Background: an optimization exercise with open tools, aiming at small area, a short achievable clock period and few clock cycles per item. Do not read the settings as production practice. No run shown here included a check of the RTL's function; only the layout flow was run.

==> flow/design.v <==
module divmod
#(parameter W = 32)
(
    input  wire [W-1:0] n,    
    input  wire [31:0]  b,    
    output wire [W-1:0] ro,   
    output wire         qo    
);
wire [W:0]   c;
wire [W-1:0] g = n & ~b[W-1:0];
wire [W-1:0] p = n | ~b[W-1:0];
wire [W-1:0] x = c[W-1:0] ^ ~b[W-1:0];
assign c[0] = 1'b1;
genvar k;
generate for (k = 0; k < W; k = k + 1) begin : chain
    assign c[k+1] = g[k] | (p[k] & c[k]);
end endgenerate
generate if (W < 32) begin : narrow
    assign qo = c[W] & ~|b[31:W];
end else begin : full
    assign qo = c[W];
end endgenerate
assign ro = n ^ ({W{qo}} & x);
endmodule
module div32
(
    input  wire        clk,
    input  wire        rst,
    input  wire        in_valid,
    output wire        in_ready,
    input  wire [31:0] in_q,
    input  wire [31:0] in_b,
    output reg         out_valid,
    output reg  [31:0] out_q,
    output reg  [31:0] out_r
);
assign in_ready = 1'b1;
reg        v0;
reg [31:0] d0;
reg [31:0] b0;
always @(posedge clk) begin
    v0 <= in_valid & ~rst;
    d0 <= in_q;
    b0 <= in_b;
end
wire [0:0] r0;
wire        q0;
divmod #(.W(1)) Stage0 (.n(d0[31]), .b(b0), .ro(r0), .qo(q0));
wire [31:0] e0 = {d0[30:0], q0};
wire [1:0] r1;
wire        q1;
divmod #(.W(2)) Stage1 (.n({r0, e0[31]}), .b(b0), .ro(r1), .qo(q1));
wire [31:0] e1 = {e0[30:0], q1};
wire [2:0] r2;
wire        q2;
divmod #(.W(3)) Stage2 (.n({r1, e1[31]}), .b(b0), .ro(r2), .qo(q2));
wire [31:0] e2 = {e1[30:0], q2};
wire [3:0] r3;
wire        q3;
divmod #(.W(4)) Stage3 (.n({r2, e2[31]}), .b(b0), .ro(r3), .qo(q3));
wire [31:0] e3 = {e2[30:0], q3};
wire [4:0] r4;
wire        q4;
divmod #(.W(5)) Stage4 (.n({r3, e3[31]}), .b(b0), .ro(r4), .qo(q4));
wire [31:0] e4 = {e3[30:0], q4};
wire [5:0] r5;
wire        q5;
divmod #(.W(6)) Stage5 (.n({r4, e4[31]}), .b(b0), .ro(r5), .qo(q5));
wire [31:0] e5 = {e4[30:0], q5};
wire [6:0] r6;
wire        q6;
divmod #(.W(7)) Stage6 (.n({r5, e5[31]}), .b(b0), .ro(r6), .qo(q6));
wire [31:0] e6 = {e5[30:0], q6};
wire [7:0] r7;
wire        q7;
divmod #(.W(8)) Stage7 (.n({r6, e6[31]}), .b(b0), .ro(r7), .qo(q7));
wire [31:0] e7 = {e6[30:0], q7};
wire [8:0] r8;
wire        q8;
divmod #(.W(9)) Stage8 (.n({r7, e7[31]}), .b(b0), .ro(r8), .qo(q8));
wire [31:0] e8 = {e7[30:0], q8};
wire [9:0] r9;
wire        q9;
divmod #(.W(10)) Stage9 (.n({r8, e8[31]}), .b(b0), .ro(r9), .qo(q9));
wire [31:0] e9 = {e8[30:0], q9};
wire [10:0] r10;
wire        q10;
divmod #(.W(11)) Stage10 (.n({r9, e9[31]}), .b(b0), .ro(r10), .qo(q10));
wire [31:0] e10 = {e9[30:0], q10};
wire [11:0] r11;
wire        q11;
divmod #(.W(12)) Stage11 (.n({r10, e10[31]}), .b(b0), .ro(r11), .qo(q11));
wire [31:0] e11 = {e10[30:0], q11};
wire [12:0] r12;
wire        q12;
divmod #(.W(13)) Stage12 (.n({r11, e11[31]}), .b(b0), .ro(r12), .qo(q12));
wire [31:0] e12 = {e11[30:0], q12};
wire [13:0] r13;
wire        q13;
divmod #(.W(14)) Stage13 (.n({r12, e12[31]}), .b(b0), .ro(r13), .qo(q13));
wire [31:0] e13 = {e12[30:0], q13};
wire [14:0] r14;
wire        q14;
divmod #(.W(15)) Stage14 (.n({r13, e13[31]}), .b(b0), .ro(r14), .qo(q14));
wire [31:0] e14 = {e13[30:0], q14};
wire [15:0] r15;
wire        q15;
divmod #(.W(16)) Stage15 (.n({r14, e14[31]}), .b(b0), .ro(r15), .qo(q15));
wire [31:0] e15 = {e14[30:0], q15};
reg        v1;
reg [31:0] d1;
reg [31:0] b1;
reg [15:0] r1_q;
always @(posedge clk) begin
    v1 <= v0 & ~rst;
    d1 <= e15;
    b1 <= b0;
    r1_q <= r15;
end
wire [16:0] r16;
wire        q16;
divmod #(.W(17)) Stage16 (.n({r1_q, d1[31]}), .b(b1), .ro(r16), .qo(q16));
wire [31:0] e16 = {d1[30:0], q16};
wire [17:0] r17;
wire        q17;
divmod #(.W(18)) Stage17 (.n({r16, e16[31]}), .b(b1), .ro(r17), .qo(q17));
wire [31:0] e17 = {e16[30:0], q17};
wire [18:0] r18;
wire        q18;
divmod #(.W(19)) Stage18 (.n({r17, e17[31]}), .b(b1), .ro(r18), .qo(q18));
wire [31:0] e18 = {e17[30:0], q18};
wire [19:0] r19;
wire        q19;
divmod #(.W(20)) Stage19 (.n({r18, e18[31]}), .b(b1), .ro(r19), .qo(q19));
wire [31:0] e19 = {e18[30:0], q19};
wire [20:0] r20;
wire        q20;
divmod #(.W(21)) Stage20 (.n({r19, e19[31]}), .b(b1), .ro(r20), .qo(q20));
wire [31:0] e20 = {e19[30:0], q20};
wire [21:0] r21;
wire        q21;
divmod #(.W(22)) Stage21 (.n({r20, e20[31]}), .b(b1), .ro(r21), .qo(q21));
wire [31:0] e21 = {e20[30:0], q21};
wire [22:0] r22;
wire        q22;
divmod #(.W(23)) Stage22 (.n({r21, e21[31]}), .b(b1), .ro(r22), .qo(q22));
wire [31:0] e22 = {e21[30:0], q22};
wire [23:0] r23;
wire        q23;
divmod #(.W(24)) Stage23 (.n({r22, e22[31]}), .b(b1), .ro(r23), .qo(q23));
wire [31:0] e23 = {e22[30:0], q23};
wire [24:0] r24;
wire        q24;
divmod #(.W(25)) Stage24 (.n({r23, e23[31]}), .b(b1), .ro(r24), .qo(q24));
wire [31:0] e24 = {e23[30:0], q24};
reg        v2;
reg [31:0] d2;
reg [31:0] b2;
reg [24:0] r2_q;
always @(posedge clk) begin
    v2 <= v1 & ~rst;
    d2 <= e24;
    b2 <= b1;
    r2_q <= r24;
end
wire [25:0] r25;
wire        q25;
divmod #(.W(26)) Stage25 (.n({r2_q, d2[31]}), .b(b2), .ro(r25), .qo(q25));
wire [31:0] e25 = {d2[30:0], q25};
wire [26:0] r26;
wire        q26;
divmod #(.W(27)) Stage26 (.n({r25, e25[31]}), .b(b2), .ro(r26), .qo(q26));
wire [31:0] e26 = {e25[30:0], q26};
wire [27:0] r27;
wire        q27;
divmod #(.W(28)) Stage27 (.n({r26, e26[31]}), .b(b2), .ro(r27), .qo(q27));
wire [31:0] e27 = {e26[30:0], q27};
wire [28:0] r28;
wire        q28;
divmod #(.W(29)) Stage28 (.n({r27, e27[31]}), .b(b2), .ro(r28), .qo(q28));
wire [31:0] e28 = {e27[30:0], q28};
wire [29:0] r29;
wire        q29;
divmod #(.W(30)) Stage29 (.n({r28, e28[31]}), .b(b2), .ro(r29), .qo(q29));
wire [31:0] e29 = {e28[30:0], q29};
wire [30:0] r30;
wire        q30;
divmod #(.W(31)) Stage30 (.n({r29, e29[31]}), .b(b2), .ro(r30), .qo(q30));
wire [31:0] e30 = {e29[30:0], q30};
wire [31:0] r31;
wire        q31;
divmod #(.W(32)) Stage31 (.n({r30, e30[31]}), .b(b2), .ro(r31), .qo(q31));
wire [31:0] e31 = {e30[30:0], q31};
always @(posedge clk) begin
    out_valid <= v2 & ~rst;
    out_q     <= e31;
    out_r     <= r31;
end
endmodule
==> flow/run.sh <==
#!/bin/bash
# synth_recipe.tcl (not shown) runs the flow's synth.tcl, then flattens the netlist and writes it again
# the make line also repeats each setting of config.mk as NAME=value (left out here)
make -C /OpenROAD-flow-scripts/flow DESIGN_CONFIG=/design/flow/config.mk WORK_HOME=/design/flow/orfs CLKGATE_MAP_FILE= SYNTH_SCRIPT=/design/flow/synth_recipe.tcl finish
==> flow/config.mk <==
export PLATFORM = sky130hd
export DESIGN_NAME = div32
export DESIGN_NICKNAME = div32
export VERILOG_FILES = /design/flow/design.v
export SDC_FILE = /design/flow/constraint.sdc
export NUM_CORES = 4
export LEC_CHECK = 0
export ABC_AREA = 1
export CAP_MARGIN = 20
export CORE_MARGIN = 2
export CORE_UTILIZATION = 50
export CTS_BUF_LIST = sky130_fd_sc_hd__clkbuf_8 sky130_fd_sc_hd__clkbuf_16
export CTS_CLUSTER_SIZE = 10
export SLEW_MARGIN = 20
==> flow/constraint.sdc <==
create_clock -name core_clock -period 140.0 [get_ports {clk}]
set_input_delay 28.0000 -clock core_clock [delete_from_list [all_inputs] [get_ports {clk}]]
set_output_delay 28.0000 -clock core_clock [all_outputs]
set_load 0.01 [all_outputs]
==> results.py, run 1 <==
metrics = {
    "drt": {
        "vias": 30600,
        "antenna_left": 0,
        "viasPerCell": 4.93,
        "drt_first_pass_iters": 6,
        "routedWlPerCell_um": 12.8,
        "route.detailed.drc": 0,
        "wirelength_um": 79600,
        "drt_iter0_markers": 1416,
    },
    "logic_synthesis": {
        "yosys_register_bits": 301,
        "yosys.area_share.simple_pct": 47.6,
        "yosys-top-cells-count": "nand2_1 (1750), nand3_1 (886), inv_1 (732), xor2_1 (467), nor2_1 (319)",
        "yosys-mux-area-fraction_pct": 0,
        "ys_seq_area_share_pct": 19.0,
        "postSynthCellCount": 5353,
        "ys_top_cells_by_area": "nand2_1 (21%), dfxtp_1 (19%), nand3_1 (14%), xor2_1 (13%), inv_1 (8.7%)",
        "ys_warn_count": 1,
        "synth_compound_area_share_pct": 2.28,
        "yosys.area.top_type": "nand2_1",
        "synth_area_per_cell_um2": 5.93,
        "synth_top_area_share_pct": 20.7,
        "synthXorXnorAreaFrac_pct": 15.9,
        "synth_fa_ha_area_share_pct": 0.0631,
        "synth-edff-count": 0,
        "yosysUniqueCellTypes": 60,
        "synth.most_common_cell": "nand2_1",
        "ys.flop_type": "dfxtp_1",
        "synthArstFlopShare_pct": 0,
        "netlist_area_um2": 31700,
        "synth_top_family_by_area": "simple AND/OR/NAND/NOR gates",
    },
    "layout": {
        "multi_input_area_um2": 20900,
        "ff_latch_area_um2": 6030,
        "num_antenna_cells": 0,
        "num-nets-final": 5424,
        "final_area_um2": 33800,
        "fillers": 6775,
        "drive_gt1_share_pct": 8.58,
        "area.growth.synth_to_final_pct": 6.50,
        "utilization_pct": 53.8,
    },
    "run": {
        "cap_violations": 0,
    },
    "sta": {
        "setup_tns_ns": 0,
        "hold_violations": 0,
        "fin_crit_sh_pct": 21.3,
        "relSlewSlack_pct": 30.9,
        "tightest_slew_ns": 1.03,
        "finalSetupViolCount": 0,
        "worst_hold_slack_ns": 0.318,
        "fin_worst_skew_ns": 0.0369,
        "fmax_ghz": 0.0335,
        "rsz0062_at_grt": "false",
        "slew_violations": 0,
        "layout_min_cycle_time_ns": 29.82,
    },
    "grt": {
        "grt_pass1_wl_um": 135000,
        "grt_usage_pct": 24.2,
        "gr-total-overflow": 0,
        "grt_max_degree": 65,
        "antenna_found_initial": 0,
        "grt_pass1_vias": 28800,
    },
    "cts": {
        "cts_buffer_depth": 3,
        "cts_tree": "done",
        "cts_setup_buffers": 0,
        "clockRootBuffer": "clkbuf_16",
        "insertion_delay_ns": 0.59,
        "clock_sinks": 301,
        "ctsResizeCount": 0,
        "cts_buffers": 39,
        "hold_buffers": 0,
        "h-tree-depth": 2,
        "clk_pin_slew_ns": 0.06,
    },
    "worst_setup_path": {
        "crit_path_end_kind": "flop",
        "critPathArrivalTime_ns": 30.25,
        "cp_slowest_cell": "dfxtp_1",
        "crit_path_max_incr_delay_ns": 0.78,
        "worst-path-max-fanout": 49,
        "startpoint_type": "flop",
        "cp.required_ns": 140.43,
        "crit_type": "reg2reg",
        "path_common_cell": "nand3_1",
    },
    "place": {
        "hpwl_um": 63100,
        "io_buffers": 131,
        "postPlaceCellArea_um2": 32600,
        "gp_congestion": 0.889,
    },
    "floorplanning": {
        "initial_core_util_pct": 50.5,
        "coreArea_um2": 62900,
        "std_cell_rows": 92,
        "io_pins": 133,
        "dieArea_um2": 65500,
        "chipWidth_um": 256,
        "die_h_um": 256,
    },
    "hold_path": {
        "min_path_type": "reg2reg",
    },
    "run_status": {
        "status": "finished clean",
    },
}
-- per-layer routing --
| metal | share of wire [%] | up-vias | routed length (um) | GRT usage [%] |
|---|---|---|---|---|
| met4 | 2.2 | 0 | 1740 | 6.22 |
| li1 | - | 16400 | - | - |
| met5 | 0 | - | 0 | 0 |
| met2 | 50 | 390 | 39600 | 45.7 |
| met1 | 45 | 13700 | 35800 | 29.0 |
| met3 | 3.0 | 96 | 2420 | 2.31 |
-- per-stage QoR --
stage,worst slack [ns],instances
after global routing,105.83,6220
final,110.18,6220
after detailed placement,109.88,6162
after CTS,109.79,6220
after floorplan,111.67,5353
after global placement,110.04,6162
-- logic make-up (layout without fill, tap and decap cells) --
kind of cell,after synthesis,count (layout)
simple gates,3366,3366
buf+inv,993,1014
xor+xnor,572,572
flops,301,301
compound gates,118,118
fa+ha+maj,2,2
other cells,1,1
-- final cells by class --
cell class	count	area share, %
multi-input combinational	4059	61.9
sequential	301	17.8
inverter	794	8.95
timing repair buffer	162	4.57
tap	846	3.13
clock buffer	44	3.09
clock inverter	14	0.511
-- critical path: cells and delay by family (launching register included) --
family	cells	cell delay, ns
compound gates	9	1.28
xor+xnor	6	1.11
fa+ha+maj	2	0.72
buf+inv	15	3.13
flops	1	0.78
simple gates	198	22.52
-- final timing paths --
| check | start | end | slack, ns | cells past startpoint |
|---|---|---|---|---|
| max | b1[2] | r2_q[21] | 110.18 | 230 |
| min | d1[22] | d2[31] | 0.32 | 0 |
| max reg2reg | b1[2] | r2_q[21] | 110.18 | 230 |
| min reg2reg | d1[22] | d2[31] | 0.32 | 0 |
-- layout by cell type (no fill, tap or decap), types with 22 or more instances in the layout --
| cell | instances |
|---|---|
| nand2_1 | 1750 |
| nand3_1 | 886 |
| inv_1 | 736 |
| xor2_1 | 467 |
| nor2_1 | 318 |
| dfxtp_1 | 301 |
| nand2_2 | 206 |
| clkdlybuf4s50_1 | 131 |
| xnor2_1 | 100 |
| nand4_1 | 76 |
| nand3_2 | 65 |
| o21ai_0 | 41 |
| inv_2 | 39 |
| clkbuf_16 | 39 |
| buf_4 | 31 |
| a21oi_1 | 22 |
-- state kept, by name, indices dropped and copies added, names as in the netlist --
register	flops
r1_q	16
r2_q	25
d1	32
v0	1
v1	1
v2	1
b0	32
out_r	32
d0	32
d2	32
out_q	32
b1	32
out_valid	1
b2	32
==> inputs of run 2 (changes only) <==
==> flow/design.v (replaced) <==
module divmod
#(parameter WIDTH = 32)
(
    input   wire    [(WIDTH-1):0]  q,            
    input   wire    [(WIDTH-1):0]  b,            
    input   wire    [(WIDTH-1):0]  r,            
    output  wire    [(WIDTH-1):0]  ro,           
    output  wire    [(WIDTH-1):0]  qo            
);
wire [(WIDTH-1):0] next = {r[(WIDTH-2):0], q[WIDTH-1]};
wire [ WIDTH   :0] subt = next - b;
assign ro = subt[WIDTH] ? next : subt[(WIDTH-1):0];
assign qo = {q[(WIDTH-2):0], ~subt[WIDTH]};
endmodule
module div32
(
    input  wire        clk,
    input  wire        rst,
    input  wire        in_valid,
    output wire        in_ready,
    input  wire [31:0] in_q,
    input  wire [31:0] in_b,
    output reg         out_valid,
    output reg  [31:0] out_q,
    output reg  [31:0] out_r
);
localparam depth = 32;
localparam width = 32;
wire [(width-1):0] ro[depth];
wire [(width-1):0] qo[depth];
reg  [(width-1):0] q;
reg  [(width-1):0] b;
reg                v;
wire [(width-1):0] zero = 1'b0;
assign in_ready = 1'b1;
divmod #(.WIDTH( width )) UnitDivMod
(
    .b  (b),
    .q  (q),     .r  (zero),
    .qo (qo[0]), .ro (ro[0])
);
genvar i;
generate
for (i = 0; i < depth-1; i=i+1) begin : DivModX
divmod #(.WIDTH(width)) UnitDivMod
(
    .b  (b),
    .q  (qo[i  ]), .r  (ro[i  ]),
    .qo (qo[i+1]), .ro (ro[i+1])
);
end
endgenerate
always @(posedge clk) begin
    if (rst) begin
        v         <= 1'b0;
        out_valid <= 1'b0;
    end else begin
        v         <= in_valid;
        out_valid <= v;
    end
    if (in_valid) begin
        q <= in_q;
        b <= in_b;
    end
    if (v) begin
        out_q <= qo[depth-1];
        out_r <= ro[depth-1];
    end
end
endmodule
--- a/flow/config.mk
+++ b/flow/config.mk
@@ -7,3 +7,2 @@
 export LEC_CHECK = 0
-export ABC_AREA = 1
 export CAP_MARGIN = 20
==> results.py, run 2 <==
metrics = {
    "worst_setup_path": {
        "cp_slowest_cell": "a221oi_1",
        "crit_path_end_kind": "flop",
        "path_common_cell": "buf_4",
        "crit_type": "reg2reg",
        "crit_path_max_incr_delay_ns": 0.96,
        "critPathArrivalTime_ns": 115.97,
        "worst-path-max-fanout": 46,
        "reg2reg_to": "out_r[12]",
        "reg2reg_depth": 408,
        "r2r_slack_ns": 24.30,
        "startpoint_type": "flop",
        "reg2reg_from": "b[0]",
        "cp.required_ns": 140.26,
        "crit_start": "b[0]",
    },
    "drt": {
        "vias": 74700,
        "drt_iter0_markers": 9652,
        "drt_first_pass_iters": 9,
        "viasPerCell": 6.82,
        "route.detailed.drc": 0,
        "wirelength_um": 289000,
        "wl_met2_um": 116000,
        "routed.top_layer": "met5",
        "m1WireLength_um": 121000,
        "antenna_left": 0,
        "met3_length_um": 34100,
        "routedWlPerCell_um": 26.4,
    },
    "logic_synthesis": {
        "ys.flop_type": "edfxtp_1",
        "yosysUniqueCellTypes": 100,
        "yosys.area.top_type": "ha_1",
        "synth_top_area_share_pct": 19.3,
        "yosys_register_bits": 130,
        "yosys-mux-area-fraction_pct": 2.33,
        "synthArstFlopShare_pct": 0,
        "synth_compound_area_share_pct": 35.0,
        "yosys-top-cells-count": "ha_1 (994), nor2_1 (948), nand2_1 (938), a21oi_1 (873), o21ai_0 (646)",
        "synth_area_per_cell_um2": 6.97,
        "ys_warn_count": 1,
        "ys_seq_area_share_pct": 6.04,
        "netlist_area_um2": 64300,
        "synth.most_common_cell": "ha_1",
        "synthXorXnorAreaFrac_pct": 9.50,
        "postSynthCellCount": 9218,
        "synth-edff-count": 128,
        "synth_top_family_by_area": "compound AO/OA/AOI/OAI gates",
        "synth_fa_ha_area_share_pct": 20.3,
        "yosys.area_share.simple_pct": 23.0,
        "ys_top_cells_by_area": "ha_1 (19%), a21oi_1 (6.8%), xnor2_1 (6.3%), edfxtp_1 (6.0%), nor2_1 (5.5%)",
    },
    "cts": {
        "hold_buffers": 0,
        "ctsResizeCount": 0,
        "clockRootBuffer": "clkbuf_16",
        "cts_setup_buffers": 0,
        "clk_pin_slew_ns": 0.09,
        "cts_tree": "done",
        "h-tree-depth": 4,
        "clock_sinks": 130,
        "cts_buffers": 17,
        "cts_buffer_depth": 2,
        "insertion_delay_ns": 0.57,
    },
    "floorplanning": {
        "std_cell_rows": 131,
        "io_pins": 133,
        "chipWidth_um": 363,
        "dieArea_um2": 131000,
        "initial_core_util_pct": 50.4,
        "die_h_um": 363,
        "coreArea_um2": 128000,
    },
    "hold_path": {
        "min_path_cells": 2,
        "holdPathEnd": "out_r[0]",
        "hold_start": "q[0]",
        "min_path_type": "reg2reg",
    },
    "grt": {
        "grt_usage_pct": 42.0,
        "grt_pass1_vias": 67800,
        "grt_pass1_wl_um": 423000,
        "grt_max_degree": 50,
        "antenna_found_initial": 6,
        "gr-total-overflow": 0,
    },
    "sta": {
        "relSlewSlack_pct": 19.2,
        "fin_crit_sh_pct": 82.6,
        "finalSetupViolCount": 0,
        "worst_hold_slack_ns": 0.653,
        "hold_violations": 0,
        "layout_min_cycle_time_ns": 115.70,
        "fmax_ghz": 0.00864,
        "setup_tns_ns": 0,
        "tightest_slew_ns": 1.21,
        "slew_violations": 0,
        "rsz0062_at_grt": "false",
        "fin_worst_skew_ns": 0.0357,
    },
    "place": {
        "hpwl_um": 226000,
        "gp_congestion": 1.06,
        "io_buffers": 131,
        "dpl.cell_count": 10900,
    },
    "layout": {
        "drive_gt1_share_pct": 5.02,
        "most-common-layout-cells": "ha_1 (994), nor2_1 (945), nand2_1 (938), a21oi_1 (870), o21ai_0 (645)",
        "num_antenna_cells": 0,
        "fillers": 12900,
        "num-nets-final": 10400,
        "area.growth.synth_to_final_pct": 6.53,
        "multi_input_area_um2": 58100,
        "finalNonFillerCells": 10900,
        "ff_latch_area_um2": 3890,
        "final_common_cell": "ha_1",
    },
    "run_status": {
        "status": "finished clean",
    },
    "run": {
        "cap_violations": 0,
    },
}
## run 2: cell types whose count changed in the layout (fill, tap and decap cells not counted), moves of 259 or more
| cell | change |
|---|---|
| o21ai_0 | +604 |
| a21oi_1 | +848 |
| o21a_1 | +259 |
| ha_1 | +994 |
| a21o_1 | +357 |
| nor2_1 | +627 |
| nand3_1 | -666 |
| xnor2_1 | +362 |
| nand2_1 | -812 |
| inv_1 | -360 |
| dfxtp_1 | -300 |
## run 2: how the worst max path moves through the flow
stage           endpoint  cells after the start
2_1_floorplan  out_r[11]                    432
3_3_place_gp   out_r[12]                    402
3_5_place_dp   out_r[12]                    404
4_1_cts        out_r[12]                    405
5_1_grt        out_r[12]                    416
6_report       out_r[12]                    408
## run 2: cells by family (layout without fill, tap and decap cells)
family,Yosys count,count (layout)
compound gates,3393,3393
other cells,2,16
flops,130,130
fa+ha+maj,1025,1025
buf+inv,663,718
mux,138,138
xor+xnor,697,697
simple gates,3170,3170
## run 2: cell type report
type,instances,share of cell area (%)
Clock buffer,17,0.621
Clock inverter,15,0.186
Multi-Input combinational cell,8439,84.8
Timing Repair Buffer,269,3.42
Inverter,417,2.29
Sequential cell,130,5.68
Tap cell,1662,3.04
## run 2: through the flow
stage	util, %	instance area (um2)	setup slack, ns
floorplan	-	64300	43.00
global placement	53.3	67900	30.11
detailed placement	53.3	67900	28.31
CTS	53.7	68500	27.86
global route	53.7	68500	17.97
finish	53.7	68500	24.30
## run 2: routing by layer
| layer | vias to the layer above | GRT usage, % |
|---|---|---|
| li1 | 34600 | - |
| met1 | 35000 | 57.4 |
| met2 | 4193 | 61.5 |
| met3 | 831 | 9.67 |
| met4 | 10 | 20.8 |
| met5 | - | 0 |
## run 2: critical path, delay by kind of cell, from the launching register on
family | cells | cell delay (ns)
AOI/OAI and AO/OA | 193 | 56.35
and+or+nand+nor | 104 | 24.92
buffers and inverters | 75 | 20.77
adders and majority gates | 33 | 11.33
muxes | 2 | 0.73
DFF | 1 | 0.36
xor gates and xnor gates | 1 | 0.20

## port drivers added, routing unchanged
In the flow no input, the clock included, has a driving cell. The finished layouts below were timed again as built, in two steps.
Step 1 assumes that a clkbuf_16 drives the clock port and a buf_2 every other input.
Step 2, shift: input delay + t, output delay - t, t = (earliest + latest rising clock arrival at the registers) / 2. This alone moves slack from input paths to output paths.
Slacks: ideal / step 1 / step 2; pairs: ideal / step 1.
run	t, ns	setup slack, ns	hold slack, ns	slew at the worst register clock pin (ns)	pins driven straight from the clock port
run 1	0.639	110.181 / 110.181 / 110.181	0.318 / 0.318 / 0.318	0.06 / 0.06	1
run 2	0.640	24.297 / 24.297 / 24.297	0.653 / 0.653 / 0.653	0.10 / 0.10	1
After both steps every run listed still meets setup and hold.
